What follows belongs to an exercise in optimizing a design on an open flow for small area, a short achievable clock period and few clock cycles; a production flow would make more cautious choices.
At most, simulation tests tie the RTL to the original design; equivalence was not proved.
No functional check of the RTL was part of runs 3, 4 and 6 to 8.

==> flow/design.v <==
module GCD #(parameter WIDTH = 16) (clk,a,b,start,gcd,done);
	input clk;
    input [WIDTH-1:0] a;        
    input [WIDTH-1:0] b;                 
    input start;          
    output reg [WIDTH-1:0] gcd;  
    output reg done;        
    reg [WIDTH-1:0] x, y;
    reg calculating;
    always @(posedge clk)
	begin
        if(start)
		begin
            x <= a;
            y <= b;
            calculating <= 1;
            done <= 0;
        end 
		else if(calculating)
		begin
            if (x == y)
			begin
                gcd <= x;
                done <= 1;
                calculating <= 0;
            end
			else if (x > y)
			begin
                x <= x - y;
            end
			else
			begin
                y <= y - x;
            end
        end
    end
endmodule
==> flow/run.sh <==
#!/bin/bash
# synth_recipe.tcl (not shown) runs the flow's synth.tcl, then flattens the netlist and writes it again
# the make line also repeats each setting of config.mk as NAME=value (left out here)
make -C /OpenROAD-flow-scripts/flow DESIGN_CONFIG=/design/flow/config.mk WORK_HOME=/design/flow/orfs CLKGATE_MAP_FILE= SYNTH_SCRIPT=/design/flow/synth_recipe.tcl finish
==> flow/config.mk <==
export PLATFORM = sky130hd
export DESIGN_NAME = GCD
export DESIGN_NICKNAME = GCD
export VERILOG_FILES = /design/flow/design.v
export SDC_FILE = /design/flow/constraint.sdc
export NUM_CORES = 4
export LEC_CHECK = 0
export CAP_MARGIN = 20
export CORE_MARGIN = 2
export CORE_UTILIZATION = 40
export SLEW_MARGIN = 20
==> flow/constraint.sdc <==
create_clock -name core_clock -period 3.0 [get_ports {clk}]
set_input_delay 0.6000 -clock core_clock [delete_from_list [all_inputs] [get_ports {clk}]]
set_output_delay 0.6000 -clock core_clock [all_outputs]
set_load 0.01 [all_outputs]
==> results.toml, run 1 <==
[sta]
fin_skew_ns = 0.00664
maxSlewHeadroom_pct = 65.9
setup_viol = 0
slew_violations = 0
hold_viol = 0
post-route-period-util_pct = 91.7
period_needed_ns = 2.75
tightest_slew_ns = 0.512
rsz0062_at_grt = "no"
fmax_ghz = 0.364
final.setup.tns_ns = 0

[worst_setup_path]
slowest_delay_ns = 0.57
crit_type = "reg -> reg"
crit_path_end_kind = "flip-flop"
crit_fanout = 10
startpoint_type = "flip-flop"
path_delay_family = "compound AO/OA/AOI/OAI gates"
crit_required_ns = 3.02
crit_chain = "ha_1, nand4_4, o221ai_2, a31oi_1, o31a_1, o21ai_1, o21a_1, buf_4"
critPathSlowestCell = "ha_1"
worstPathArrival_ns = 2.77
cp.buffers_inverters = 1

[yosys]
post-synth-top-count-cell = "edfxtp_1"
synth_top_area_cell = "edfxtp_1"
syn_inst = 360
synth_common_cells = "edfxtp_1 (48), nand2_1 (41), inv_1 (39), o21ai_0 (32), ha_1 (31)"
yosys_most_used_dff = "edfxtp_1"
postSynthAreaPerCell_um2 = 9.70
yosys_register_bits = 50
synth_area_um2 = 3490
async_reset_ff_share_pct = 0
ys_seq_area_share_pct = 42.4
synthTopCellsByArea = "edfxtp_1 (41%), ha_1 (11%), o21ai_0 (4.6%)"
ys_types = 45
synth_edf_count = 48
synth_top_area_share_pct = 41.3
yosys_warnings = 1
syn_nets = 427

[grt]
grt_pass1_wl_um = 13600
grt_max_degree = 59
gr-total-overflow = 0
use_met3_pct = 2.88
antenna_found_initial = 0
busiest_layer = "met2"
grt_pass1_vias = 2674
grt_use_met2_pct = 30.6
gr-usage-met1_pct = 24.6
grt_usage_pct = 18.1

[cells_and_area]
area_growth_pct = 19.6
layout-drive-gt1-share_pct = 7.54
design_area_um2 = 4180
fin_util_pct = 48.6
antenna-diode-count = 0
layout.nets = 477

[floorplan]
core_um2 = 8590
std_cell_rows = 34
die_y_um = 97.5
start_util_pct = 40.7
dieArea_um2 = 9500
ios = 51
dieWidth_um = 97.5

[drt]
num_vias = 2719
routed_wl_um = 8340
drtPass1Iterations = 5
wl_per_cell_um = 16.1
drt-initial-drc-count = 212
drcViolationCount = 0
antenna_left = 0
routed_via_density = 5.24

[clock_network]
cts_resized = 0
root_buffer = "clkbuf_8"
cts_tree = "yes"
cts_buffer_depth = 2
clock-sinks = 50
cts_buffers = 5
cts_setup_buffers = 0
clk_latency_ns = 0.31
htreeDepth = 2
holdBufCountCts = 0
clk_pin_slew_ns = 0.09

[place]
hpwl_um = 6280
postPlaceCellArea_um2 = 4090
portBuffers = 50
gp_congestion = 0.981

[job]
drv_cap = 0

[status]
outcome = "no timing/DRC/antenna violations"

[hold_path]
worstHoldPathType = "reg -> reg"
==> path summary, 6_finish.rpt <==
kind | endpoint | cells past startpoint | slack [ns] | from
worst max register to register | x[3] | 8 | 0.25 | x[3]
worst min-delay path | done | 2 | 0.48 | done
worst min register to register | done | 2 | 0.48 | done
worst max-delay path | x[3] | 8 | 0.25 | x[3]
==> metrics by stage <==
stage | instances | hold WS, ns | worst slack (ns)
2_1_floorplan | 360 | 0.431 | 0.291
3_3_place_gp | 511 | 0.461 | 0.386
3_5_place_dp | 511 | 0.462 | 0.287
4_1_cts | 519 | 0.478 | 0.263
5_1_grt | 519 | 0.508 | 0.0730
6_report | 519 | 0.479 | 0.249
==> cell type report <==
| type | instances | area (um2) |
|---|---|---|
| multi-input combinational | 252 | 1750 |
| clock buffer | 5 | 68.8 |
| tap | 108 | 135 |
| sequential | 50 | 1480 |
| clock inverter | 3 | 16.3 |
| timing repair buffer | 61 | 578 |
| inverter | 40 | 150 |
| fill | 825 | 4420 |
==> cells in the final DEF (no fill, tap or decap), types with 3 or more instances in the layout <==
cell type and n:
a21oi_1 29, o21ai_1 10, clkbuf_8 5, a21o_1 7
a21o_2 3, nand4_1 3, nor2_1 13, edfxtp_1 48
xor2_1 14, mux2i_1 3, buf_4 11, o21ai_0 32
xnor2_1 10, o22ai_1 3, nor3_1 4, clkdlybuf4s50_1 49
o21a_1 6, o21bai_1 4, nand2_1 41, nor2b_1 4
and2_1 4, inv_1 39, nand3_1 5, ha_1 31
==> flip-flops by register name, indices dropped and copies added (netlist names) <==
register     count
x               16
y               16
gcd             16
calculating      1
done             1
==> kinds of logic after synthesis <==
family | after synthesis | share of synthesized area, %
mux | 5 | 1.61
buf+inv | 58 | 7.56
simple gates | 81 | 10.8
fa+ha+maj | 33 | 12.2
flops | 50 | 42.4
xor+xnor | 24 | 6.02
compound gates | 109 | 19.4
==> worst reg2reg max path: cells and delay by family (launching register included) <==
kind	cells	cell delay (ns)
adder cells (fa/ha/maj)	1	0.57
AO/OA/AOI/OAI	5	1.09
AND/OR/NAND/NOR	1	0.18
flip-flops	1	0.43
buffers and inverters	1	0.20
==> layer usage <==
metal | part of all wire [%] | wire length, um | vias to the layer above
met5 | 0 | 0 | -
met4 | 0.84 | 70 | 0
met3 | 4.8 | 404 | 7
met2 | 48 | 3960 | 83
met1 | 47 | 3900 | 1276
li1 | - | - | 1353
Testbench counts, summed over its fixed seeds: cycles 166,785.
==> run 2: changes to the inputs <==
==> flow/design.v (replaced) <==
module GCD #(parameter WIDTH = 16) (clk,a,b,start,gcd,done);
    input clk;
    input [WIDTH-1:0] a;
    input [WIDTH-1:0] b;
    input start;
    output [WIDTH-1:0] gcd;
    output done;
    localparam KW = 4;    
    reg [WIDTH-1:0] x, y;
    reg [KW-1:0] k;
    function [KW-1:0] ctz;
        input [WIDTH-1:0] v;
        integer i;
        begin
            ctz = 0;
            for (i = WIDTH-1; i >= 0; i = i - 1)
                if (v[i]) ctz = i;
        end
    endfunction
    wire [WIDTH-1:0] e = x ^ y;
    wire [KW-1:0] k_ld = ctz(a | b);
    wire [KW-1:0] t_e = ctz(e) - k;       
    wire [KW-1:0] t_y = ctz(y) - k;
    wire [KW-1:0] t_a = ctz(a) - k_ld;
    wire norm_y = (t_e == 0);
    wire [WIDTH:0] d = {1'b0, x} - {1'b0, y};
    wire neg = d[WIDTH];
    wire signed [WIDTH:0] sin = start ? {1'b0, a} : norm_y ? {1'b0, y} : d;
    wire [KW-1:0] amt = start ? t_a : norm_y ? t_y : t_e;
    wire [WIDTH:0] sh = sin >>> amt;
    wire [WIDTH-1:0] above = {WIDTH{1'b1}} << k << 1;
    wire sneg = !start && !norm_y && neg;
    wire [WIDTH-1:0] r = sh[WIDTH-1:0] ^ (above & {WIDTH{sneg}});
    wire busy = (e != 0);
    always @(posedge clk) begin
        if (start) begin
            x <= r;
            y <= b;
            k <= k_ld;
        end else if (busy) begin
            if (norm_y || neg)
                y <= r;
            else
                x <= r;
        end
    end
    assign gcd = x;
    assign done = !busy;
endmodule
==> run 2 against run 1 <==
  * Sequential share of layout area shrank 24 points
  * Die area rose by 48%
  * Wire length grew to 3.1 times the previous value
  * Now fails the layout checks on negative setup slack
  * Global-route usage is 18 points higher
  * Non-clock buffer count increased by 308
  * Hold slack better by 0.35 ns
  * Final area grew 120%
==> results.toml, run 2 <==
[status]
outcome = "complete, but fails checks"
violations = "negative setup slack"

[sta]
hold_ws_ns = 0.831
fin_skew_ns = 0.00783
post-route-period-util_pct = 164
setup_slack_ns = -1.93
hold_viol = 0
slew_violations = 0
fmax_ghz = 0.203
final.setup.tns_ns = -87.36
rsz0062_at_grt = "yes"
period_needed_ns = 4.93
tightest_slew_ns = 0.528
maxSlewHeadroom_pct = 64.6
setup_viol = 64

[place]
pre_cts_slack_ns = -2.26
hpwl_um = 20000
portBuffers = 50
gp_congestion = 0.965

[floorplan]
dieWidth_um = 119
die_y_um = 119
std_cell_rows = 41
core_um2 = 12700
dieArea_um2 = 14100
start_util_pct = 41.3
ios = 51

[clock_network]
clock-sinks = 36
clk_pin_slew_ns = 0.06
cts_buffers = 5
holdBufCountCts = 0
cts_tree = "yes"
root_buffer = "clkbuf_16"
cts_buffer_depth = 2
clk_latency_ns = 0.29
htreeDepth = 2

[cells_and_area]
fillCellCount = 1027
reg.largest.list = "x: 16 flops, y: 16 flops, k: 4 flops"
final_common_cell = "buf_4"
antenna-diode-count = 0
final_cell_mix = "buf_4 (288), nand2_1 (69), nor2_1 (68)"
layout-drive-gt1-share_pct = 45.2
layout.nets = 1083
area_growth_pct = 75.4

[drt]
num_vias = 7298
antenna_left = 0
drcViolationCount = 0
drt-initial-drc-count = 767
wl_per_cell_um = 21.8
routed_wl_um = 26000
routed_via_density = 6.12
drtPass1Iterations = 5

[yosys]
ys_seq_area_share_pct = 20.6
synth_common_cells = "nand2_1 (78), nor2_1 (77), a21oi_1 (40), edfxtp_1 (36), inv_1 (35)"
post-synth-top-count-cell = "nand2_1"
synth_top_area_share_pct = 20.6
yosys_warnings = 1
syn_inst = 684
synth_edf_count = 36
synth_top_area_cell = "edfxtp_1"
postSynthAreaPerCell_um2 = 7.67
async_reset_ff_share_pct = 0
synth_area_um2 = 5250
ys_types = 83
syn_nets = 747
synthTopCellsByArea = "edfxtp_1 (21%), ha_1 (6.0%), nand2_1 (5.6%)"
yosys_register_bits = 36
yosys_most_used_dff = "edfxtp_1"

[worst_setup_path]
crit_required_ns = 3.13
crit_fanout = 7
worstPathArrival_ns = 5.06
crit_path_end_kind = "flip-flop"
crit_type = "reg -> reg"
startpoint_type = "flip-flop"

[job]
drv_cap = 0

[grt]
grt_max_degree = 16
gr-total-overflow = 0
grt_usage_pct = 36.1
grt_pass1_wl_um = 39200
antenna_found_initial = 0
grt_pass1_vias = 7216

[hold_path]
worstHoldPathType = "in -> reg"
[run 2: changes by cell type after synthesis, moves of 10 or more]
cell and delta:
nor2_1 +64, a211oi_1 +18, nand3_1 +22, a21oi_1 +11, clkbuf_1 +11, o211ai_1 +19, a31oi_1 +12, o31ai_1 +14
nor3_1 +12, nand2_1 +37, buf_2 +10, edfxtp_1 -12
[run 2: worst max-delay path, cell delays in order, from the launching register on]
cell	delay, ns
edfxtp_1	0.45
ha_4	0.30
inv_2	0.03
o21ai_2	0.13
a21boi_2	0.07
o21ai_1	0.17
a21boi_1	0.11
o21ai_1	0.14
a21boi_1	0.08
o21ai_1	0.14
nand2_1	0.08
ha_2	0.18
fa_2	0.57
nand2_4	0.06
or2_4	0.30
buf_12	0.16
o31ai_4	0.25
buf_6	0.19
nand2_8	0.09
mux2i_1	0.33
o22ai_4	0.15
mux2_4	0.31
o211a_1	0.25
o31ai_2	0.20
[run 2: area by class of cell]
| class | instances | area, um2 | share of cell area (%) |
|---|---|---|---|
| flip-flops and latches | 36 | 1080 | 11.7 |
| clock inverters | 1 | 3.75 | 0.0408 |
| multi-input cells | 572 | 4550 | 49.5 |
| well taps | 172 | 215 | 2.34 |
| repair buffers | 369 | 3080 | 33.5 |
| inverters | 36 | 135 | 1.47 |
| clock buffers | 7 | 133 | 1.44 |
[run 2: through the flow]
stage	instance area [um2]	instances	utilization [%]
final	9210	1193	72.4
after global routing	9210	1193	72.4
after floorplan	5390	684	-
after CTS	8850	1185	69.5
after global placement	7970	1139	62.7
after detailed placement	7970	1139	62.7
[run 2: final timing paths]
kind,start,to,slack (ns),depth (start not counted)
max,x[14],y[7],-1.93,23
min,b[14],y[14],0.83,3
max reg2reg,x[14],y[7],-1.93,23
min reg2reg,k[2],y[4],1.03,4
[run 2: metal layers]
metal  global-route usage (%)  part of all wire, %  up-vias
met5                        0                    0        -
met4                     16.1                  4.5        0
li1                         -                    -     3299
met3                     3.81                  7.5       94
met1                     44.3                   39     3463
met2                     63.3                   49      442
[run 2: cells by family after synthesis]
kind of cell	synth area share, %
flops	20.6
mux	4.74
fa+ha+maj	7.49
buf+inv	6.22
compound gates	32.2
simple gates	24.5
xor+xnor	4.20
[run 2: timing repair]
action                                  CTS  global route
pin swaps                                58            50
endpoints found under the setup margin   65            65
setup buffers                            37            13
gates resized for setup                  95            72
cloned                                    4             0
Testbench counts of run 2, summed over its fixed seeds: cycles 28,429.
==> run 3: changes to the inputs <==
==> flow/design.v (replaced) <==
module GCD #(parameter WIDTH = 16) (clk,a,b,start,gcd,done);
    input clk;
    input [WIDTH-1:0] a;
    input [WIDTH-1:0] b;
    input start;
    output [WIDTH-1:0] gcd;
    output done;
    localparam KW = 4;    
    reg [WIDTH-1:0] x, y;
    reg [KW-1:0] k;
    function [KW-1:0] ctz;
        input [WIDTH-1:0] v;
        integer i;
        begin
            ctz = 0;
            for (i = WIDTH-1; i >= 0; i = i - 1)
                if (v[i]) ctz = i;
        end
    endfunction
    wire [WIDTH-1:0] kh = {{(WIDTH-1){1'b0}}, 1'b1} << k;
    wire [WIDTH-1:0] kh1 = {kh[WIDTH-2:0], 1'b0};
    wire [WIDTH-1:0] e = x ^ y;
    wire nx = ~|(x & kh);
    wire ny = ~|(y & kh);
    wire x1 = |(x & kh1);
    wire y1 = |(y & kh1);
    wire e1 = |(e & kh1);
    wire [WIDTH:0] d = {1'b0, x} - {1'b0, y};
    wire neg = d[WIDTH];
    reg [WIDTH-1:0] m;
    integer i;
    always @* begin
        m[0] = 1'b0;
        for (i = 1; i < WIDTH; i = i + 1)
            m[i] = m[i-1] | e[i-1];
    end
    wire [WIDTH-1:0] ad = d[WIDTH-1:0] ^ (m & {WIDTH{neg}});
    wire busy = (e != 0);
    wire sub = busy & ~nx & ~ny;
    wire [WIDTH-1:0] v = nx ? x : ny ? y : ad;
    wire s1 = nx ? x1 : ny ? y1 : e1;
    wire [WIDTH-1:0] r = s1 ? {1'b0, v[WIDTH-1:1]} : {2'b00, v[WIDTH-1:2]};
    always @(posedge clk) begin
        if (start) begin
            x <= a;
            y <= b;
            k <= ctz(a | b);
        end else begin
            if (nx | (sub & ~neg))
                x <= r;
            if (ny | (sub & neg))
                y <= r;
        end
    end
    assign gcd = x;
    assign done = ~busy;
endmodule
==> run 3 against run 2 <==
  * Still fails the layout checks on negative setup slack
  * Worst setup slack gained 1.7 ns
  * Highest routed layer unchanged
  * Register-to-register slack gained 1.7 ns
  * Critical path type unchanged
  * Largest cell class unchanged
  * Clock skew is 0.0025 ns lower
==> results.toml, run 3 <==
[worst_setup_path]
crit_required_ns = 3.04
path_delay_family = "compound AO/OA/AOI/OAI gates"
ff2ff_setup_slack_ns = -0.18
slowest_delay_ns = 0.42
critical_path.most_common_cell = "a21o_1"
startpoint_type = "flip-flop"
crit_path_end_kind = "flip-flop"
r2r-end = "y[2]"
reg2reg_depth = 12
worstPathArrival_ns = 3.22
r2r-start = "y[0]"
cp.buffers_inverters = 1
crit_fanout = 2
critPathSlowestCell = "edfxtp_1"
crit_chain = "ha_2, fa_2, nand2b_4, a21o_1, a21o_1, o31a_1, a211o_1, o211ai_1, mux2i_2, buf_4, o32ai_2, a21o_1"
crit_type = "reg -> reg"

[clock_network]
clk_pin_slew_ns = 0.07
cts_buffer_depth = 2
clk_latency_ns = 0.28
cts_buffers = 5
cts_tree = "yes"
clock-sinks = 36
holdBufCountCts = 0
root_buffer = "clkbuf_8"
htreeDepth = 2

[floorplan]
ios = 51
core_um2 = 9860
start_util_pct = 41.6
dieArea_um2 = 11100
std_cell_rows = 36
die_y_um = 105
dieWidth_um = 105

[grt]
grt_usage_pct = 29.1
grt_pass1_wl_um = 25300
use_met3_pct = 2.16
gr-total-overflow = 0
grt_max_degree = 22
grt_use_met2_pct = 48.8
gr-usage-met1_pct = 39.0
busiest_layer = "met2"
grt_pass1_vias = 4793
antenna_found_initial = 0

[yosys]
yosys_most_used_dff = "edfxtp_1"
post-synth-top-count-cell = "nand2_1"
synthMuxAreaShare_pct = 5.85
synth_area_um2 = 4110
synth_simple_gate_area_share_pct = 24.5
post_synth_fa_ha_maj_area_fraction_pct = 5.36
postSynthAreaPerCell_um2 = 8.04
synth_top_area_share_pct = 26.3
synthTopCellsByArea = "edfxtp_1 (26%), nand2_1 (4.9%), a21oi_1 (4.9%)"
ys_types = 71
ys_seq_area_share_pct = 26.3
synth_compound_area_share_pct = 29.2
yosys_warnings = 1
synth_top_family_by_area = "compound AO/OA/AOI/OAI gates"
async_reset_ff_share_pct = 0
synth_xor_area_share_pct = 1.71
synth_common_cells = "nand2_1 (54), a21oi_1 (40), edfxtp_1 (36), nor2_1 (33), inv_1 (28)"
syn_inst = 511
yosys_register_bits = 36
synth_edf_count = 36
synth_top_area_cell = "edfxtp_1"
syn_nets = 562

[sta]
fmax_ghz = 0.314
setup_slack_ns = -0.183
rsz0062_at_grt = "yes"
hold_ws_ns = 0.980
post-route-period-util_pct = 106
fin_skew_ns = 0.00534
hold_viol = 0
setup_viol = 24
maxSlewHeadroom_pct = 54.6
tightest_slew_ns = 0.673
slew_violations = 0
period_needed_ns = 3.18

[drt]
antenna_left = 0
drt-initial-drc-count = 349
num_vias = 4942
wl_per_cell_um = 20.0
routed_via_density = 5.79
routed_wl_um = 17000
drtPass1Iterations = 6
drcViolationCount = 0

[status]
violations = "negative setup slack"
outcome = "complete, but fails checks"

[hold_path]
worstHoldPathCells = 4
worstHoldPathType = "reg -> reg"
hold_end = "x[7]"
min-delay-start = "x[8]"

[place]
portBuffers = 50
postPlaceCellArea_um2 = 5790
gp_congestion = 0.986
dp.cells = 815
hpwl_um = 13100

[cells_and_area]
layout.nets = 771
final_common_cell = "buf_4"
instances_no_fill = 853
fin_util_pct = 68.1
reg.largest.list = "x: 16 flops, y: 16 flops, k: 4 flops"
antenna-diode-count = 0
layout-drive-gt1-share_pct = 40.1
design_area_um2 = 6720
final_cell_mix = "buf_4 (167), nand2_1 (53), clkdlybuf4s50_1 (49)"
area_growth_pct = 63.5

[job]
drv_cap = 0
-- run 3: per-stage QoR --
step                setup TNS (ns)  worst slack [ns]
finish                       -1.89            -0.183
global route                 -4.16            -0.262
CTS                         -0.988            -0.138
detailed placement           -4.74            -0.230
global placement             -2.64            -0.173
floorplan                        0            0.0142
-- run 3: cell type report --
cell class | count | area, um2
Tap cell | 133 | 166
Sequential cell | 36 | 1080
Clock buffer | 6 | 72.6
Inverter | 28 | 105
Timing Repair Buffer | 233 | 1970
Clock inverter | 1 | 5.00
Multi-Input combinational cell | 416 | 3320
Fill cell | 817 | 3150
-- run 3: how the worst max path moves through the flow --
stage,startpoint,to,cells past startpoint
2_1_floorplan,x[0],x[1],12
3_3_place_gp,y[0],y[5],13
3_5_place_dp,y[0],y[3],11
4_1_cts,y[0],y[1],11
5_1_grt,x[0],x[1],12
6_report,y[0],y[2],12
-- run 3: layer usage --
metal,part of all wire [%],up-vias
met2,47,192
met1,44,2345
met4,4.3,0
li1,-,2352
met5,0,-
met3,5.4,53
-- run 3: cells by family (layout without fill, tap and decap cells) --
logic type,after synthesis,after routing
mux,21,21
simple gates,194,195
buf+inv,60,268
xor+xnor,8,8
fa+ha+maj,17,17
flops,36,36
compound gates,175,175
-- run 3: worst min-delay path, stage by stage (launching register included) --
cell	delay [ns]
edfxtp_1	0.39
buf_4	0.17
a21oi_4	0.08
o22ai_2	0.13
a21o_1	0.11
-- run 3: what timing repair did --
action | CTS | global route
pin swaps | 25 | 36
cloned | 1 | 0
endpoints found under the setup margin | 31 | 31
buffers inserted | 11 | 20
resized for setup | 66 | 58
==> run 4: changes to the inputs <==
--- a/flow/config.mk
+++ b/flow/config.mk
@@ -8,4 +8,5 @@
 export CAP_MARGIN = 20
 export CORE_MARGIN = 2
 export CORE_UTILIZATION = 40
+export GPL_TIMING_DRIVEN = 0
 export SLEW_MARGIN = 20
==> run 4 against run 3 <==
  * The layout still fails its checks (negative setup slack)
  * Hold slack lost 0.055 ns
  * Register-to-register slack got worse by 0.07 ns
  * Utilization decreased by 9.0 points
  * Via count shrank 5.2%
  * Critical path depth down 1
  * Clock-buffer cell count down 1
  * Highest routed layer unchanged
==> results.toml, run 4 <==
[drt]
antenna_left = 0
drcViolationCount = 0
routed_via_density = 6.29
num_vias = 4686
wl_per_cell_um = 22.6
routed_wl_um = 16900
drt-initial-drc-count = 389
drtPass1Iterations = 5

[worst_setup_path]
crit_fanout = 4
crit_path_end_kind = "flip-flop"
critical_path.most_common_cell = "a21o_1"
crit_type = "reg -> reg"
startpoint_type = "flip-flop"
crit_chain = "ha_2, fa_2, nand2b_4, a21o_1, a21o_1, o31a_1, a211o_1, o211ai_1, mux2i_1, nor2_1, a221o_1"
critPathSlowestCell = "edfxtp_1"
worstPathArrival_ns = 3.29
cp-startpoint = "y[0]"
slowest_delay_ns = 0.42
crit_required_ns = 3.04
r2r-end = "x[1]"
r2r-start = "y[0]"
reg2reg_depth = 11
cp.buffers_inverters = 0
ff2ff_setup_slack_ns = -0.25
path_delay_family = "compound AO/OA/AOI/OAI gates"
critical_path_depth = 11
crit_end = "x[1]"

[floorplan]
dieArea_um2 = 11100
core_um2 = 9860
die_y_um = 105
std_cell_rows = 36
dieWidth_um = 105
start_util_pct = 41.6
ios = 51

[yosys]
postSynthAreaPerCell_um2 = 8.04
ys_types = 71
async_reset_ff_share_pct = 0
synthTopCellsByArea = "edfxtp_1 (26%), nand2_1 (4.9%), a21oi_1 (4.9%)"
synth_area_um2 = 4110
yosys_most_used_dff = "edfxtp_1"
synth_top_area_share_pct = 26.3
syn_nets = 562
yosys_register_bits = 36
syn_inst = 511
yosys_warnings = 1
synth_common_cells = "nand2_1 (54), a21oi_1 (40), edfxtp_1 (36), nor2_1 (33), inv_1 (28)"
ys_seq_area_share_pct = 26.3
synth_edf_count = 36
synth_top_area_cell = "edfxtp_1"
post-synth-top-count-cell = "nand2_1"

[clock_network]
root_buffer = "clkbuf_8"
clk_latency_ns = 0.28
htreeDepth = 2
cts_buffer_depth = 2
clock-sinks = 36
cts_tree = "yes"
clk_pin_slew_ns = 0.07
cts_buffers = 5
holdBufCountCts = 0

[sta]
setup_viol = 31
slew_violations = 0
hold_viol = 0
maxSlewHeadroom_pct = 61.8
rsz0062_at_grt = "yes"
fin_skew_ns = 0.00518
post-route-period-util_pct = 108
final.setup.tns_ns = -3.99
setup_slack_ns = -0.251
fmax_ghz = 0.308
period_needed_ns = 3.25
tightest_slew_ns = 0.573

[cells_and_area]
final_common_cell = "nand2_1"
layout.nets = 663
fillCellCount = 890
layout-drive-gt1-share_pct = 28.9
reg.largest.list = "x: 16 flops, y: 16 flops, k: 4 flops"
final_cell_mix = "nand2_1 (54), buf_4 (50), clkdlybuf4s50_1 (50)"
design_area_um2 = 5830
instances_no_fill = 745
fin_util_pct = 59.1
area_growth_pct = 41.9
antenna-diode-count = 0

[grt]
grt_pass1_vias = 4465
gr-total-overflow = 0
grt_max_degree = 17
antenna_found_initial = 0
grt_pass1_wl_um = 25300
grt_usage_pct = 29.8

[place]
hpwl_um = 12200
postPlaceCellArea_um2 = 4800
portBuffers = 50
dp.cells = 694
gp_congestion = 1.00

[status]
outcome = "complete, but fails checks"
violations = "negative setup slack"

[hold_path]
worstHoldPathType = "reg -> reg"

[job]
drv_cap = 0
-- run 4: cell counts after synthesis --
No cell type changed its count.
-- run 4: per-stage QoR --
step           setup WS (ns)  hold WS (ns)
2_1_floorplan         0.0142         0.712
3_3_place_gp          -0.748         0.886
3_5_place_dp          -0.732         0.871
4_1_cts               -0.247         0.885
5_1_grt               -0.359         0.984
6_report              -0.251         0.925
-- run 4: cell families (layout without fill, tap and decap cells) --
family                   Yosys count  after routing  share of synthesized area (%)
multiplexers                      21             21                           5.85
buffers and inverters             60            161                           7.07
AND/OR/NAND/NOR                  194            194                           24.5
AO/OA/AOI/OAI                    175            175                           29.2
adder cells (fa/ha/maj)           17             17                           5.36
flip-flops                        36             36                           26.3
XOR/XNOR                           8              8                           1.71
-- run 4: layout make-up --
type                       count  area [um2]  area share, %
buffer                        26         209           3.59
timing repair buffer         100         920           15.8
tap                          133         166           2.86
multi-input combinational    415        3270           56.1
clock inverter                 2        7.51          0.129
inverter                      28         105           1.80
sequential                    36        1080           18.6
clock buffer                   5        68.8           1.18
-- run 4: worst reg2reg max path: stages, from the launching register on --
cell	delay (ns)
edfxtp_1	0.42
ha_2	0.21
fa_2	0.37
nand2b_4	0.16
a21o_1	0.20
a21o_1	0.21
o31a_1	0.31
a211o_1	0.28
o211ai_1	0.11
mux2i_1	0.32
nor2_1	0.10
a221o_1	0.33
-- run 4: per-layer routing --
layer,part of all wire (%),global-route usage (%),up-vias
met2,46,48.8,251
met3,7.4,2.78,52
met5,0,0,-
met1,42,39.4,2238
met4,5.4,14.6,0
li1,-,-,2145
-- run 4: timing repair --
action	CTS	global route
endpoints found under the setup margin	63	47
gates resized for setup	91	44
pin swaps	31	17
setup buffers	46	4
-- run 4: worst min-delay path by stage --
stage / cells after the start / endpoint / from / slack [ns]
floorplan: 0 / k[0] / start / 0.71
global placement: 4 / x[9] / x[10] / 0.89
detailed placement: 4 / y[9] / x[10] / 0.87
CTS: 4 / y[9] / x[10] / 0.88
global route: 4 / y[8] / x[10] / 0.98
finish: 4 / y[8] / x[10] / 0.93
==> run 5: changes to the inputs <==
==> flow/design.v (replaced) <==
module GCD #(parameter WIDTH = 16) (clk,a,b,start,gcd,done);
    input clk;
    input [WIDTH-1:0] a;
    input [WIDTH-1:0] b;
    input start;
    output [WIDTH-1:0] gcd;
    output done;
    localparam KW = 4;    
    reg [WIDTH-1:0] x, y;
    reg [KW-1:0] k;
    function [KW-1:0] ctz;
        input [WIDTH-1:0] v;
        integer i;
        begin
            ctz = 0;
            for (i = WIDTH-1; i >= 0; i = i - 1)
                if (v[i]) ctz = i;
        end
    endfunction
    wire [WIDTH-1:0] kh = {{(WIDTH-1){1'b0}}, 1'b1} << k;
    wire xo = ~|(x & kh);
    wire yo = ~|(y & kh);
    wire [WIDTH:0] d = {1'b0, x} - {1'b0, y};
    wire neg = d[WIDTH];
    wire [WIDTH-1:0] e = x ^ y;
    reg [WIDTH-1:0] m;
    integer i;
    always @* begin
        m[0] = 1'b0;
        for (i = 1; i < WIDTH; i = i + 1)
            m[i] = m[i-1] | e[i-1];
    end
    wire [WIDTH-1:0] ad = d[WIDTH-1:0] ^ (m & {WIDTH{neg}});
    wire [WIDTH-1:0] h = {1'b0, ad[WIDTH-1:1]};
    wire busy = (e != 0);
    wire sub = busy & ~xo & ~yo;
    always @(posedge clk) begin
        if (start) begin
            x <= a;
            y <= b;
            k <= ctz(a | b);
        end else begin
            if (xo)
                x <= {1'b0, x[WIDTH-1:1]};
            else if (sub & ~neg)
                x <= h;
            if (yo)
                y <= {1'b0, y[WIDTH-1:1]};
            else if (sub & neg)
                y <= h;
        end
    end
    assign gcd = x;
    assign done = ~busy;
endmodule
--- a/flow/config.mk
+++ b/flow/config.mk
@@ -8,5 +8,4 @@
 export CAP_MARGIN = 20
 export CORE_MARGIN = 2
 export CORE_UTILIZATION = 40
-export GPL_TIMING_DRIVEN = 0
 export SLEW_MARGIN = 20
==> run 5 against run 4 <==
  * The run now finishes clean
  * Hold slack lost 0.29 ns
  * Die area is 14% lower
  * Maximum frequency increased by 14%
  * Critical endpoint is now x[13]
  * Largest cell class unchanged
==> results.toml, run 5 <==
[status]
outcome = "no timing/DRC/antenna violations"

[job]
drv_cap = 0

[cells_and_area]
layout-drive-gt1-share_pct = 13.7
regArea_um2 = 1080
fillCellCount = 816
antenna-diode-count = 0
reg.largest.list = "x: 16 flops, y: 16 flops, k: 4 flops"
layout.nets = 518
final_common_cell = "clkdlybuf4s50_1"
instances_no_fill = 576
final_cell_mix = "clkdlybuf4s50_1 (49), nand2_1 (43), edfxtp_1 (36)"
multi_input_area_um2 = 2210
fin_util_pct = 50.9
area_growth_pct = 24.6

[worst_setup_path]
r2r-start = "y[0]"
crit_required_ns = 3.14
crit_path_end_kind = "flip-flop"
reg2reg_depth = 9
startpoint_type = "flip-flop"
crit_fanout = 8
critPathSlowestCell = "edfxtp_1"
crit_chain = "ha_1, fa_1, nand2b_1, a211oi_2, o31ai_2, o21a_4, o41a_1, xor3_1, o221ai_1"
slowest_delay_ns = 0.41
r2r-end = "x[13]"
crit_type = "reg -> reg"
cp.buffers_inverters = 0
ff2ff_setup_slack_ns = 0.16
path_delay_family = "compound AO/OA/AOI/OAI gates"
worstPathArrival_ns = 2.98

[yosys]
syn_nets = 447
synth_top_area_share_pct = 30.8
synth_common_cells = "nand2_1 (44), edfxtp_1 (36), nor2_1 (32), inv_1 (29), a21oi_1 (17)"
post-synth-top-count-cell = "nand2_1"
synth_top_area_cell = "edfxtp_1"
yosys_most_used_dff = "edfxtp_1"
async_reset_ff_share_pct = 0
synthTopCellsByArea = "edfxtp_1 (31%), ha_1 (5.7%), nand2_1 (4.7%)"
syn_inst = 396
yosys_register_bits = 36
ys_seq_area_share_pct = 30.8
synth_area_um2 = 3510
ys_types = 69
synth_edf_count = 36
postSynthAreaPerCell_um2 = 8.86
yosys_warnings = 1

[floorplan]
core_um2 = 8590
std_cell_rows = 34
start_util_pct = 40.8
dieWidth_um = 97.7
die_y_um = 97.7
ios = 51
dieArea_um2 = 9540

[sta]
rsz0062_at_grt = "no"
maxSlewHeadroom_pct = 49.3
fin_skew_ns = 0.00446
setup_viol = 0
fmax_ghz = 0.352
final.setup.tns_ns = 0
hold_viol = 0
post-route-period-util_pct = 94.7
period_needed_ns = 2.84
slew_violations = 0
tightest_slew_ns = 0.754
setup_slack_ns = 0.158

[drt]
top_layer = "met4"
wl_met1_um = 5050
drt-initial-drc-count = 241
routed_via_density = 5.89
drcViolationCount = 0
wl_met3_um = 769
wl_per_cell_um = 19.9
antenna_left = 0
met2RoutedLength_um = 5370
num_vias = 3395
routed_wl_um = 11500
drtPass1Iterations = 5

[clock_network]
cts_buffer_depth = 2
clk_latency_ns = 0.30
clk_pin_slew_ns = 0.07
cts_buffers = 5
cts_tree = "yes"
root_buffer = "clkbuf_8"
clock-sinks = 36
htreeDepth = 2
holdBufCountCts = 0

[hold_path]
worstHoldPathType = "reg -> reg"
min-delay-start = "y[10]"
worstHoldPathCells = 2
hold_end = "y[9]"

[place]
pre_cts_slack_ns = 0.144
gp_congestion = 0.910
portBuffers = 50
hpwl_um = 9050
dp.cells = 565

[grt]
grt_usage_pct = 24.3
gr-total-overflow = 0
grt_max_degree = 41
grt_pass1_wl_um = 18200
grt_pass1_vias = 3399
antenna_found_initial = 0
run 5: worst reg2reg max path: cells and delay by family (launching register included):
| family | cells | cell delay, ns |
|---|---|---|
| xor+xnor | 1 | 0.39 |
| flops | 1 | 0.41 |
| fa+ha+maj | 2 | 0.66 |
| simple gates | 1 | 0.19 |
| compound gates | 5 | 1.03 |
run 5: how the worst max path moves through the flow:
stage / slack (ns) / cells after the start / from / endpoint
6_report: 0.16 / 9 / y[0] / x[13]
3_5_place_dp: 0.14 / 7 / x[3] / done
3_3_place_gp: 0.1 / 8 / y[1] / done
5_1_grt: 0.03 / 10 / x[0] / x[13]
2_1_floorplan: 0.24 / 7 / x[9] / y[0]
4_1_cts: 0.15 / 9 / y[0] / x[13]
run 5: cell families (layout without fill, tap and decap cells):
kind of cell / count (synthesis) / after routing / synth area share [%]
adder cells (fa/ha/maj): 17 / 17 / 6.28
AO/OA/AOI/OAI: 119 / 119 / 25.9
buffers and inverters: 47 / 119 / 6.28
flip-flops: 36 / 36 / 30.8
AND/OR/NAND/NOR: 142 / 142 / 20.3
XOR/XNOR: 22 / 22 / 6.70
multiplexers: 13 / 13 / 3.78
run 5: per-stage QoR:
stage | hold WS (ns) | instance area [um2]
finish | 0.631 | 4370
global route | 0.705 | 4370
CTS | 0.628 | 4370
detailed placement | 0.610 | 4260
global placement | 0.608 | 4260
floorplan | 0.568 | 3510
run 5: layer usage:
metal	vias to the layer above	global-route usage [%]
met4	0	7.69
met5	-	0
met2	138	40.1
met1	1593	31.9
met3	23	5.11
li1	1641	-
run 5: timing repair:
item	in CTS	in global routing
gates resized for setup	4	0
setup buffers	3	0
endpoints found under the setup margin	1	0
run 5: final cells by class:
type / instances / area share, %
inverters: 29 / 2.49
multi-input cells: 313 / 50.7
clock buffers: 7 / 1.75
flip-flops and latches: 36 / 24.7
well taps: 108 / 3.09
clock inverters: 1 / 0.0859
repair buffers: 82 / 17.2
Testbench counts of run 5, summed over its fixed seeds: cycles 52,054.
==> run 6: changes to the inputs <==
==> flow/design.v (replaced) <==
module GCD #(parameter WIDTH = 16) (clk,a,b,start,gcd,done);
    input clk;
    input [WIDTH-1:0] a;
    input [WIDTH-1:0] b;
    input start;
    output [WIDTH-1:0] gcd;
    output done;
    localparam KW = 4;    
    reg [WIDTH-1:0] x, y;
    reg [KW-1:0] k;
    reg xo, yo;
    function [KW-1:0] ctz;
        input [WIDTH-1:0] v;
        integer i;
        begin
            ctz = 0;
            for (i = WIDTH-1; i >= 0; i = i - 1)
                if (v[i]) ctz = i;
        end
    endfunction
    wire [WIDTH-1:0] X = yo ? {WIDTH{1'b0}} : x;
    wire [WIDTH-1:0] Y = xo ? {WIDTH{1'b0}} : y;
    wire [WIDTH-1:0] e = X ^ Y;
    wire neg;
    wire [WIDTH-1:0] dl;
    gcd_sub #(WIDTH) u_sub (.x(X), .y(Y), .d(dl), .neg(neg));
    wire signed [WIDTH:0] d = {neg, dl};
    wire [KW-1:0] t = ctz(e) - k;
    wire [WIDTH:0] sh = d >>> t;
    wire [WIDTH-1:0] above = {WIDTH{1'b1}} << k << 1;
    wire [WIDTH-1:0] r = sh[WIDTH-1:0] ^ (above & {WIDTH{neg}});
    wire busy = (e != 0);
    wire [KW-1:0] ka = ctz(a);
    wire [KW-1:0] kb = ctz(b);
    always @(posedge clk) begin
        if (start) begin
            x <= a;
            y <= b;
            k <= (ka < kb) ? ka : kb;
            xo <= (ka > kb);
            yo <= (kb > ka);
        end else if (busy) begin
            if (neg)
                y <= r;
            else
                x <= r;
            xo <= 1'b0;
            yo <= 1'b0;
        end
    end
    assign gcd = x;
    assign done = !busy;
endmodule
module gcd_sub #(parameter WIDTH = 16) (x, y, d, neg);
    input [WIDTH-1:0] x, y;
    output [WIDTH-1:0] d;
    output neg;
    localparam L = 4;    
    wire [WIDTH-1:0] p0 = ~(x ^ y);
    wire [WIDTH-1:0] g0 = x & ~y;
    wire [WIDTH-1:0] G [0:L];
    wire [WIDTH-1:0] P [0:L];
    assign G[0] = {g0[WIDTH-1:1], g0[0] | p0[0]};
    assign P[0] = p0;
    genvar l, i;
    generate
        for (l = 0; l < L; l = l + 1) begin : lv
            for (i = 0; i < WIDTH; i = i + 1) begin : bt
                if (((i >> l) & 1) == 1) begin : op
                    gcd_pg u (.gh(G[l][i]), .ph(P[l][i]),
                              .gl(G[l][((i >> l) << l) - 1]), .pl(P[l][((i >> l) << l) - 1]),
                              .g(G[l+1][i]), .p(P[l+1][i]));
                end else begin : pass
                    assign G[l+1][i] = G[l][i];
                    assign P[l+1][i] = P[l][i];
                end
            end
        end
    endgenerate
    assign neg = ~G[L][WIDTH-1];
    assign d = p0 ^ {G[L][WIDTH-2:0], 1'b1};
endmodule
module gcd_pg (gh, ph, gl, pl, g, p);
    input gh, ph, gl, pl;
    output g, p;
    assign g = gh | (ph & gl);
    assign p = ph & pl;
endmodule
--- a/flow/config.mk
+++ b/flow/config.mk
@@ -9,3 +9,4 @@
 export CORE_MARGIN = 2
 export CORE_UTILIZATION = 40
 export SLEW_MARGIN = 20
+export SYNTH_HIERARCHICAL = 1
==> run 6 against run 5 <==
  * Now fails the layout checks on negative setup slack
  * Final cell count increased by 83%
  * Non-clock buffer count up 226
  * Maximum frequency down 32%
  * Register-to-register slack worse by 1.3 ns
  * Final area rose by 98%
  * Die area is 43% higher
  * Via count up 75%
  * Synthesized area rose by 46%
  * Synthesized cell count is 49% higher
  * Largest cell class unchanged
==> results.toml, run 6 <==
[status]
outcome = "complete, but fails checks"
violations = "negative setup slack"

[worst_setup_path]
crit_required_ns = 3.01
ff2ff_setup_slack_ns = -1.17
r2r-start = "yo"
worstPathArrival_ns = 4.19
cp-startpoint = "yo"
crit_path_end_kind = "flip-flop"
crit_type = "reg -> reg"
r2r-end = "y[10]"
crit_fanout = 10
crit_end = "y[10]"
reg2reg_depth = 16
startpoint_type = "flip-flop"

[sta]
setup_viol = 66
hold_ws_ns = 0.746
hold_viol = 0
post-route-period-util_pct = 139
fmax_ghz = 0.240
period_needed_ns = 4.17
tightest_slew_ns = 0.586
maxSlewHeadroom_pct = 60.8
rsz0062_at_grt = "yes"
setup_slack_ns = -1.17
fin_skew_ns = 0.00613
final.setup.tns_ns = -42.97
slew_violations = 0

[grt]
gr-total-overflow = 0
grt_usage_pct = 28.4
antenna_found_initial = 0
grt_pass1_vias = 5663
grt_pass1_wl_um = 29500
grt_max_degree = 47

[place]
pre_cts_slack_ns = -1.24
hpwl_um = 14900
dp.cells = 983
postPlaceCellArea_um2 = 7300
portBuffers = 50
gp_congestion = 0.959

[floorplan]
start_util_pct = 40.8
dieArea_um2 = 13700
core_um2 = 12500
std_cell_rows = 41
dieWidth_um = 117
die_y_um = 117
ios = 51

[clock_network]
cts_buffer_depth = 2
clk_pin_slew_ns = 0.06
holdBufCountCts = 0
root_buffer = "clkbuf_16"
cts_buffers = 5
htreeDepth = 2
clk_latency_ns = 0.28
cts_tree = "yes"
clock-sinks = 38

[hold_path]
worstHoldPathType = "in -> reg"

[cells_and_area]
antenna-diode-count = 0
fin_util_pct = 69.1
reg.largest.list = "x: 16 flops, y: 16 flops, k: 4 flops"
instances_no_fill = 1055
design_area_um2 = 8650
area_growth_pct = 69.5
layout-drive-gt1-share_pct = 48.0
layout.nets = 940
final_cell_mix = "buf_4 (221), nor2_1 (40), inv_1 (39)"
final_common_cell = "buf_4"

[yosys]
synth_area_um2 = 5100
yosys_warnings = 8
syn_inst = 592
postSynthAreaPerCell_um2 = 8.62
syn_nets = 650

[drt]
drtPass1Iterations = 5
antenna_left = 0
routed_via_density = 5.63
wl_per_cell_um = 19.6
routed_wl_um = 20600
num_vias = 5939
drcViolationCount = 0
drt-initial-drc-count = 493

[job]
drv_cap = 0
==> run 6: cell count changes in the layout (fill, tap and decap cells not counted), sizes merged, moves of 12 or more <==
cell	previous run	this run
buf	32	256
and2	3	22
mux2i	11	30
xor2	3	28
a21o	9	35
nor2b	7	29
nor2	33	51
a21oi	20	35
inv	29	43
o221ai	12	0
clkdlybuf4s50	49	30
mux4	0	12
==> run 6: area by class of cell <==
cell class / count / area, um2
repair buffers: 308 / 2650
clock inverters: 3 / 16.3
flip-flops and latches: 38 / 1140
inverters: 44 / 170
well taps: 172 / 215
fillers: 997 / 3860
multi-input cells: 485 / 4340
clock buffers: 5 / 125
==> run 6: timing repair <==
item	4_1_cts	5_1_grt
gates cloned	1	4
buffers inserted	36	26
endpoints found under the setup margin	70	70
resized for setup	85	109
pin swaps	33	34
==> run 6: worst min-delay path by stage <==
stage          start    end  slack, ns  depth (start not counted)
2_1_floorplan  start   k[0]       0.71                          0
3_3_place_gp    k[3]   x[8]       1.07                          3
3_5_place_dp    k[3]   x[8]       1.10                          3
4_1_cts        b[12]  y[12]       0.87                          4
5_1_grt        b[12]  y[12]       0.77                          4
6_report       b[12]  y[12]       0.75                          4
==> run 6: worst max-delay path, cell delays in order (launching register included) <==
cell,delay [ns]
edfxtp_1,0.53
buf_6,0.19
and4bb_2,0.26
a32oi_2,0.19
nand2_1,0.09
a32o_1,0.23
a32oi_2,0.22
o21ai_2,0.11
fa_2,0.74
buf_6,0.15
mux4_2,0.23
nand2_2,0.09
o21ai_4,0.13
a211oi_2,0.05
mux2_4,0.30
nor3_4,0.26
mux2i_1,0.12
==> run 6: layer usage <==
metal / part of all wire [%] / GRT usage [%] / vias up
met5: 0 / 0 / -
met3: 6.6 / 3.14 / 51
met1: 39 / 35.6 / 2864
met4: 4.5 / 11.5 / 0
li1: - / - / 2763
met2: 50 / 49.8 / 261
==> run 7: changes to the inputs <==
--- a/flow/design.v
+++ b/flow/design.v
@@ -25,7 +25,9 @@
     wire [WIDTH-1:0] dl;
     gcd_sub #(WIDTH) u_sub (.x(X), .y(Y), .d(dl), .neg(neg));
     wire signed [WIDTH:0] d = {neg, dl};
-    wire [KW-1:0] t = ctz(e) - k;
+    wire [KW-1:0] c, t;
+    gcd_ctz u_ctz (.v(e), .c(c));
+    gcd_sub #(KW) u_t (.x(c), .y(k), .d(t), .neg());
     wire [WIDTH:0] sh = d >>> t;
     wire [WIDTH-1:0] above = {WIDTH{1'b1}} << k << 1;
     wire [WIDTH-1:0] r = sh[WIDTH-1:0] ^ (above & {WIDTH{neg}});
@@ -86,3 +88,20 @@
     assign g = gh | (ph & gl);
     assign p = ph & pl;
 endmodule
+module gcd_ctz (v, c);
+    input [15:0] v;
+    output [3:0] c;
+    wire [15:0] z;    
+    genvar i;
+    assign z[0] = ~v[0];
+    generate
+        for (i = 1; i < 16; i = i + 1) begin : zp
+            assign z[i] = ~|v[i:0];
+        end
+    endgenerate
+    assign c[3] = z[7];
+    assign c[2] = (z[3] & ~z[7]) | (z[11] & ~z[15]);
+    assign c[1] = (z[1] & ~z[3]) | (z[5] & ~z[7]) | (z[9] & ~z[11]) | (z[13] & ~z[15]);
+    assign c[0] = (z[0] & v[1]) | (z[2] & v[3]) | (z[4] & v[5]) | (z[6] & v[7]) |
+                  (z[8] & v[9]) | (z[10] & v[11]) | (z[12] & v[13]) | (z[14] & v[15]);
+endmodule
==> run 7 against run 6 <==
  * Still fails the layout checks on negative setup slack
  * Via count decreased by 11%
  * Utilization fell by 4.0 points
  * Sequential share of layout area is 1.5 points higher
  * Largest cell class unchanged
  * Highest routed layer unchanged
  * Global-route usage shrank 2.0 points
  * Clock skew shrank 0.0033 ns
  * Critical path depth did not move
==> results.toml, run 7 <==
[sta]
hold_viol = 0
slew_violations = 0
post-route-period-util_pct = 142
fmax_ghz = 0.235
tightest_slew_ns = 0.575
period_needed_ns = 4.26
maxSlewHeadroom_pct = 61.5
setup_viol = 64
rsz0062_at_grt = "yes"
fin_skew_ns = 0.00284
setup_slack_ns = -1.26

[cells_and_area]
design_area_um2 = 7760
layout-drive-gt1-share_pct = 41.1
reg.largest.list = "x: 16 flops, y: 16 flops, k: 4 flops"
antenna-diode-count = 0
final_cell_mix = "buf_4 (194), inv_1 (48), nor2_1 (43)"
regArea_um2 = 1140
layout.nets = 870
multi_input_area_um2 = 3910
fin_util_pct = 65.2
fillCellCount = 995
instances_no_fill = 960
area_growth_pct = 60.2
final_common_cell = "buf_4"

[place]
pre_cts_slack_ns = -1.34
dp.cells = 941
hpwl_um = 14000
gp_congestion = 0.947
postPlaceCellArea_um2 = 7060
portBuffers = 50

[worst_setup_path]
crit_required_ns = 3.00
critPathSlowestCell = "or4b_2"
crit_type = "reg -> reg"
startpoint_type = "flip-flop"
crit_path_end_kind = "flip-flop"
crit_chain = "buf_12, nor2b_1, xor2_1, or4b_2, o211ai_2, inv_1, ha_4, xnor2_4, buf_4, clkbuf_16, mux4_2, o22ai_1, a311oi_1, xnor2_1, nand2_1, a21boi_0"
crit_fanout = 17
slowest_delay_ns = 0.64
worstPathArrival_ns = 4.25

[clock_network]
htreeDepth = 2
cts_tree = "yes"
clk_pin_slew_ns = 0.05
root_buffer = "clkbuf_16"
clk_latency_ns = 0.28
cts_buffers = 5
clock-sinks = 38
cts_buffer_depth = 2
holdBufCountCts = 0

[floorplan]
ios = 51
dieWidth_um = 114
std_cell_rows = 40
die_y_um = 114
start_util_pct = 40.7
core_um2 = 11900
dieArea_um2 = 13000

[status]
violations = "negative setup slack"
outcome = "complete, but fails checks"

[yosys]
yosys_warnings = 9
syn_inst = 572
postSynthAreaPerCell_um2 = 8.47
syn_nets = 630
synth_area_um2 = 4850

[drt]
num_vias = 5301
routed_via_density = 5.52
routed_wl_um = 17300
drcViolationCount = 0
drt-initial-drc-count = 311
antenna_left = 0
wl_per_cell_um = 18.0
drtPass1Iterations = 5

[grt]
gr-total-overflow = 0
grt_pass1_wl_um = 26600
grt_usage_pct = 26.4
grt_max_degree = 41
antenna_found_initial = 0
grt_pass1_vias = 5207

[hold_path]
worstHoldPathType = "in -> reg"

[job]
drv_cap = 0
[run 7: cell count changes in the layout (fill, tap and decap cells not counted), sizes merged, moves of 8 or more]
cell / change
a21oi: -12
a222oi: -8
buf: -53
dlymetal6s2s: +15
inv: +9
mux2i: -13
nand2: -10
nor2b: +9
[run 7: critical path, delay by kind of cell (launching register included)]
family,cells,cell delay [ns]
multiplexers,1,0.50
adder cells (fa/ha/maj),1,0.18
buffers and inverters,4,0.57
AND/OR/NAND/NOR,3,1.03
flip-flops,1,0.41
XOR/XNOR,3,0.67
AO/OA/AOI/OAI,4,0.62
[run 7: layout make-up]
| cell class | instances | area share (%) |
|---|---|---|
| clock inverters | 2 | 0.113 |
| well taps | 147 | 2.37 |
| inverters | 54 | 2.72 |
| flip-flops and latches | 38 | 14.7 |
| repair buffers | 254 | 28.1 |
| multi-input cells | 459 | 50.3 |
| clock buffers | 6 | 1.66 |
[run 7: per-layer routing]
metal  vias up  track usage, %  share of wire (%)
met1      2541            34.1                 43
met2       169            46.4                 50
met4         0            8.05                3.1
met5         -               0                  0
met3        33            2.81                4.7
li1       2558               -                  -
[run 7: worst paths after layout]
path / end / slack, ns / from / cells after the start
worst max-delay path: x[2] / -1.26 / yo / 16
worst min-delay path: x[15] / 0.76 / a[15] / 3
worst max register to register: x[2] / -1.26 / yo / 16
worst min register to register: y[8] / 0.96 / k[3] / 3
[run 7: what timing repair did]
action,4_1_cts,5_1_grt
resized for setup,48,76
pin swaps,10,25
setup endpoints to repair,71,70
cloned,1,2
buffers inserted,4,4
[run 7: stage by stage]
stage / hold WS, ns / setup TNS [ns]
3_3_place_gp: 0.948 / -47.91
6_report: 0.763 / -42.49
3_5_place_dp: 0.984 / -50.84
4_1_cts: 0.994 / -39.92
5_1_grt: 0.783 / -51.06
2_1_floorplan: 0.712 / -25.31
==> run 8: changes to the inputs <==
==> flow/design.v (replaced) <==
module GCD #(parameter WIDTH = 16) (clk,a,b,start,gcd,done);
    input clk;
    input [WIDTH-1:0] a;
    input [WIDTH-1:0] b;
    input start;
    output [WIDTH-1:0] gcd;
    output done;
    localparam KW = 4;    
    reg [WIDTH-1:0] x, y;
    reg [KW-1:0] k;
    function [KW-1:0] ctz;
        input [WIDTH-1:0] v;
        integer i;
        begin
            ctz = 0;
            for (i = WIDTH-1; i >= 0; i = i - 1)
                if (v[i]) ctz = i;
        end
    endfunction
    wire [WIDTH-1:0] kh = {{(WIDTH-1){1'b0}}, 1'b1} << k;
    wire [WIDTH-1:0] kh1 = {kh[WIDTH-2:0], 1'b0};
    wire [WIDTH-1:0] e = x ^ y;
    wire nx = ~|(x & kh);
    wire ny = ~|(y & kh);
    wire x1 = |(x & kh1);
    wire y1 = |(y & kh1);
    wire e1 = |(e & kh1);
    wire [WIDTH-1:0] p = ~e;
    wire [WIDTH-1:0] g = x & ~y;
    wire [WIDTH-1:0] G, P;        
    gcd_prefix #(WIDTH) u_pfx (.g(g), .p(p), .G(G), .P(P));
    wire neg = ~(G[WIDTH-1] | P[WIDTH-1]);    
    wire [WIDTH-1:0] Gb = {G[WIDTH-2:0], 1'b0};
    wire [WIDTH-1:0] Pb = {P[WIDTH-2:0], 1'b1};
    wire [WIDTH-1:0] ad = p ^ (neg ? ~Gb : (Gb | Pb));
    wire busy = ~P[WIDTH-1];
    wire sub = busy & ~nx & ~ny;
    wire [WIDTH-1:0] v = nx ? x : ny ? y : ad;
    wire s1 = nx ? x1 : ny ? y1 : e1;
    wire [WIDTH-1:0] r = s1 ? {1'b0, v[WIDTH-1:1]} : {2'b00, v[WIDTH-1:2]};
    always @(posedge clk) begin
        if (start) begin
            x <= a;
            y <= b;
            k <= ctz(a | b);
        end else begin
            if (nx | (sub & ~neg))
                x <= r;
            if (ny | (sub & neg))
                y <= r;
        end
    end
    assign gcd = x;
    assign done = ~busy;
endmodule
module gcd_prefix #(parameter WIDTH = 16) (g, p, G, P);
    input [WIDTH-1:0] g, p;
    output [WIDTH-1:0] G, P;
    localparam L = 4;    
    wire [WIDTH-1:0] gl [0:L];
    wire [WIDTH-1:0] pl [0:L];
    assign gl[0] = g;
    assign pl[0] = p;
    genvar l, i;
    generate
        for (l = 0; l < L; l = l + 1) begin : lv
            for (i = 0; i < WIDTH; i = i + 1) begin : bt
                if (((i >> l) & 1) == 1) begin : op
                    gcd_pg u (.gh(gl[l][i]), .ph(pl[l][i]),
                              .gl(gl[l][((i >> l) << l) - 1]), .pl(pl[l][((i >> l) << l) - 1]),
                              .g(gl[l+1][i]), .p(pl[l+1][i]));
                end else begin : pass
                    assign gl[l+1][i] = gl[l][i];
                    assign pl[l+1][i] = pl[l][i];
                end
            end
        end
    endgenerate
    assign G = gl[L];
    assign P = pl[L];
endmodule
module gcd_pg (gh, ph, gl, pl, g, p);
    input gh, ph, gl, pl;
    output g, p;
    assign g = gh | (ph & gl);
    assign p = ph & pl;
endmodule
==> run 8 against run 7 <==
  * Still fails the layout checks on negative setup slack
  * Worst setup slack better by 1.2 ns
  * Final cell count shrank 22%
  * Critical path type unchanged
  * Largest cell class unchanged
==> results.toml, run 8 <==
[sta]
setup_slack_ns = -0.0191
period_needed_ns = 3.02
slew_violations = 0
maxSlewHeadroom_pct = 58.3
post-route-period-util_pct = 101
setup_viol = 3
fmax_ghz = 0.331
hold_viol = 0
final.setup.tns_ns = -0.0333
rsz0062_at_grt = "yes"
fin_skew_ns = 0.00779
tightest_slew_ns = 0.624

[worst_setup_path]
critical_path.most_common_cell = "a21o_1"
critPathSlowestCell = "edfxtp_1"
cp.buffers_inverters = 2
crit_type = "reg -> reg"
slowest_delay_ns = 0.43
worstPathArrival_ns = 3.06
path_delay_family = "compound AO/OA/AOI/OAI gates"
crit_path_end_kind = "flip-flop"
reg2reg_depth = 15
crit_chain = "inv_2, ha_4, and2_4, a21o_1, a21o_1, a21o_1, nor2_4, clkbuf_16, nor3_1, a21oi_1, xor2_1, mux2i_1, o21ai_2, a22oi_2, nand2_1"
crit_required_ns = 3.04
startpoint_type = "flip-flop"
crit_fanout = 6
critical_path_depth = 15

[floorplan]
core_um2 = 10200
dieWidth_um = 106
dieArea_um2 = 11200
std_cell_rows = 37
die_y_um = 106
ios = 51
start_util_pct = 40.7

[status]
violations = "negative setup slack"
outcome = "complete, but fails checks"

[yosys]
synth_common_cells = "nand2_1 (87), edfxtp_1 (36), a21o_1 (35), and2_1 (35), mux2i_1 (29)"
yosys_warnings = 8
postSynthAreaPerCell_um2 = 8.33
synthTopCellsByArea = "edfxtp_1 (26%), nand2_1 (7.8%), mux2i_1 (7.0%)"
yosys_most_used_dff = "edfxtp_1"
synth_top_area_share_pct = 26.0
synth_edf_count = 36
syn_nets = 550
async_reset_ff_share_pct = 0
syn_inst = 500
post-synth-top-count-cell = "nand2_1"
synth_top_area_cell = "edfxtp_1"
ys_seq_area_share_pct = 26.0
ys_types = 60
yosys_register_bits = 36
synth_area_um2 = 4160

[clock_network]
root_buffer = "clkbuf_8"
cts_tree = "yes"
clk_pin_slew_ns = 0.08
htreeDepth = 2
clock-sinks = 36
cts_buffer_depth = 2
cts_buffers = 5
clk_latency_ns = 0.29
holdBufCountCts = 0

[grt]
grt_usage_pct = 23.3
antenna_found_initial = 0
grt_pass1_wl_um = 20500
grt_max_degree = 38
grt_pass1_vias = 3980
gr-total-overflow = 0

[hold_path]
worstHoldPathCells = 5
worstHoldPathType = "reg -> reg"

[drt]
drcViolationCount = 0
wl_per_cell_um = 18.6
antenna_left = 0
routed_wl_um = 14000
num_vias = 4236
drt-initial-drc-count = 302
drtPass1Iterations = 5
routed_via_density = 5.63

[cells_and_area]
layout-drive-gt1-share_pct = 30.2
design_area_um2 = 5780
layout.nets = 666
reg.largest.list = "x: 16 flops, y: 16 flops, k: 4 flops"
final_common_cell = "buf_4"
area_growth_pct = 38.8
final_cell_mix = "buf_4 (94), nand2_1 (87), clkdlybuf4s50_1 (49)"
instances_no_fill = 752
antenna-diode-count = 0

[job]
drv_cap = 0

[place]
postPlaceCellArea_um2 = 5270
hpwl_um = 10700
dp.cells = 730
portBuffers = 50
pre_cts_slack_ns = -0.0546
gp_congestion = 0.954
run 8: tightest hold or removal path, delay by kind of cell (launching register included):
| kind | cells | cell delay, ns |
|---|---|---|
| flip-flops | 1 | 0.36 |
| buffers and inverters | 1 | 0.15 |
| AO/OA/AOI/OAI | 2 | 0.14 |
| AND/OR/NAND/NOR | 2 | 0.13 |
run 8: path summary, 6_finish.rpt:
check | startpoint | endpoint | slack [ns]
worst max register to register | y[7] | x[3] | -0.02
worst min register to register | x[2] | y[1] | 0.87
worst min-delay path | x[2] | y[1] | 0.87
worst max-delay path | y[7] | x[3] | -0.02
run 8: timing repair:
action	in CTS	in global routing
pin swaps	1	40
buffers inserted	1	12
endpoints found under the setup margin	12	31
gates cloned	0	2
resized for setup	3	61
endpoints found under the hold margin	0	0
run 8: metrics by stage:
stage	hold slack (ns)	utilization, %
floorplan	0.712	-
global placement	0.828	51.5
detailed placement	0.873	51.5
CTS	0.915	52.4
global route	0.915	56.5
finish	0.870	56.5
run 8: cells by family after synthesis:
logic type / Yosys count / synth area share, %
compound gates: 137 / 24.8
xor+xnor: 15 / 3.16
fa+ha+maj: 16 / 4.81
buf+inv: 65 / 9.34
flops: 36 / 26.0
mux: 32 / 8.05
simple gates: 199 / 23.9
run 8: layout make-up:
| cell class | instances | area [um2] |
|---|---|---|
| clock buffer | 5 | 68.8 |
| clock inverter | 2 | 12.5 |
| fill | 909 | 4450 |
| inverter | 21 | 78.8 |
| multi-input combinational | 399 | 2980 |
| sequential | 36 | 1080 |
| tap | 136 | 170 |
| timing repair buffer | 153 | 1390 |
run 8: Yosys stat by module (local to each module, per instance), excerpt:
module	copies in the design	area, um2
GCD	1	3600
gcd_pg	32	13.8
run 8: per-layer routing:
layer / routed length [um] / global-route usage, % / up-vias
li1: - / - / 2038
met1: 6370 / 32.6 / 1997
met2: 6580 / 38.3 / 176
met3: 725 / 2.02 / 25
met4: 306 / 6.77 / 0
met5: 0 / 0 / -

==> afterwards: timing with drivers on the ports <==
The results above use ideal ports. As a check the final layouts listed here were re-extracted and re-timed, cells and wires unchanged. Step 1, drivers: a clkbuf_16 drives clk and a buf_2 each remaining input, both assumed. Step 2 moves the port delays by t, midway between the first and last clock arrival at a register: inputs arrive t later, outputs are due t later. That takes back most of the time a late clock gives input paths. Slacks: ideal ports / drivers / drivers and shift; pairs: ideal ports / drivers.
| run | shift t [ns] | slack for setup (ns) | worst setup path after step 2 | latest minus earliest clock arrival (ns) |
|---|---|---|---|---|
| run 1 | 0.338 | 0.249 / 0.249 / 0.249 | register to register | 0.006 / 0.006 |
| run 2 | 0.325 | -1.927 / -1.927 / -2.013 | input to register | 0.007 / 0.008 |
| run 3 | 0.306 | -0.183 / -0.183 / -0.183 | register to register | 0.005 / 0.005 |
| run 4 | 0.308 | -0.251 / -0.251 / -0.251 | register to register | 0.005 / 0.005 |
| run 5 | 0.325 | 0.158 / 0.158 / 0.158 | register to register | 0.005 / 0.005 |
| run 6 | 0.312 | -1.171 / -1.171 / -1.171 | register to register | 0.006 / 0.006 |
| run 7 | 0.306 | -1.255 / -1.255 / -1.255 | register to register | 0.003 / 0.003 |
| run 8 | 0.316 | -0.019 / -0.019 / -0.019 | register to register | 0.008 / 0.008 |
For run 2, which loses most, drivers alone change the setup slack by 0.000 ns; drivers and shift together by -0.086 ns.
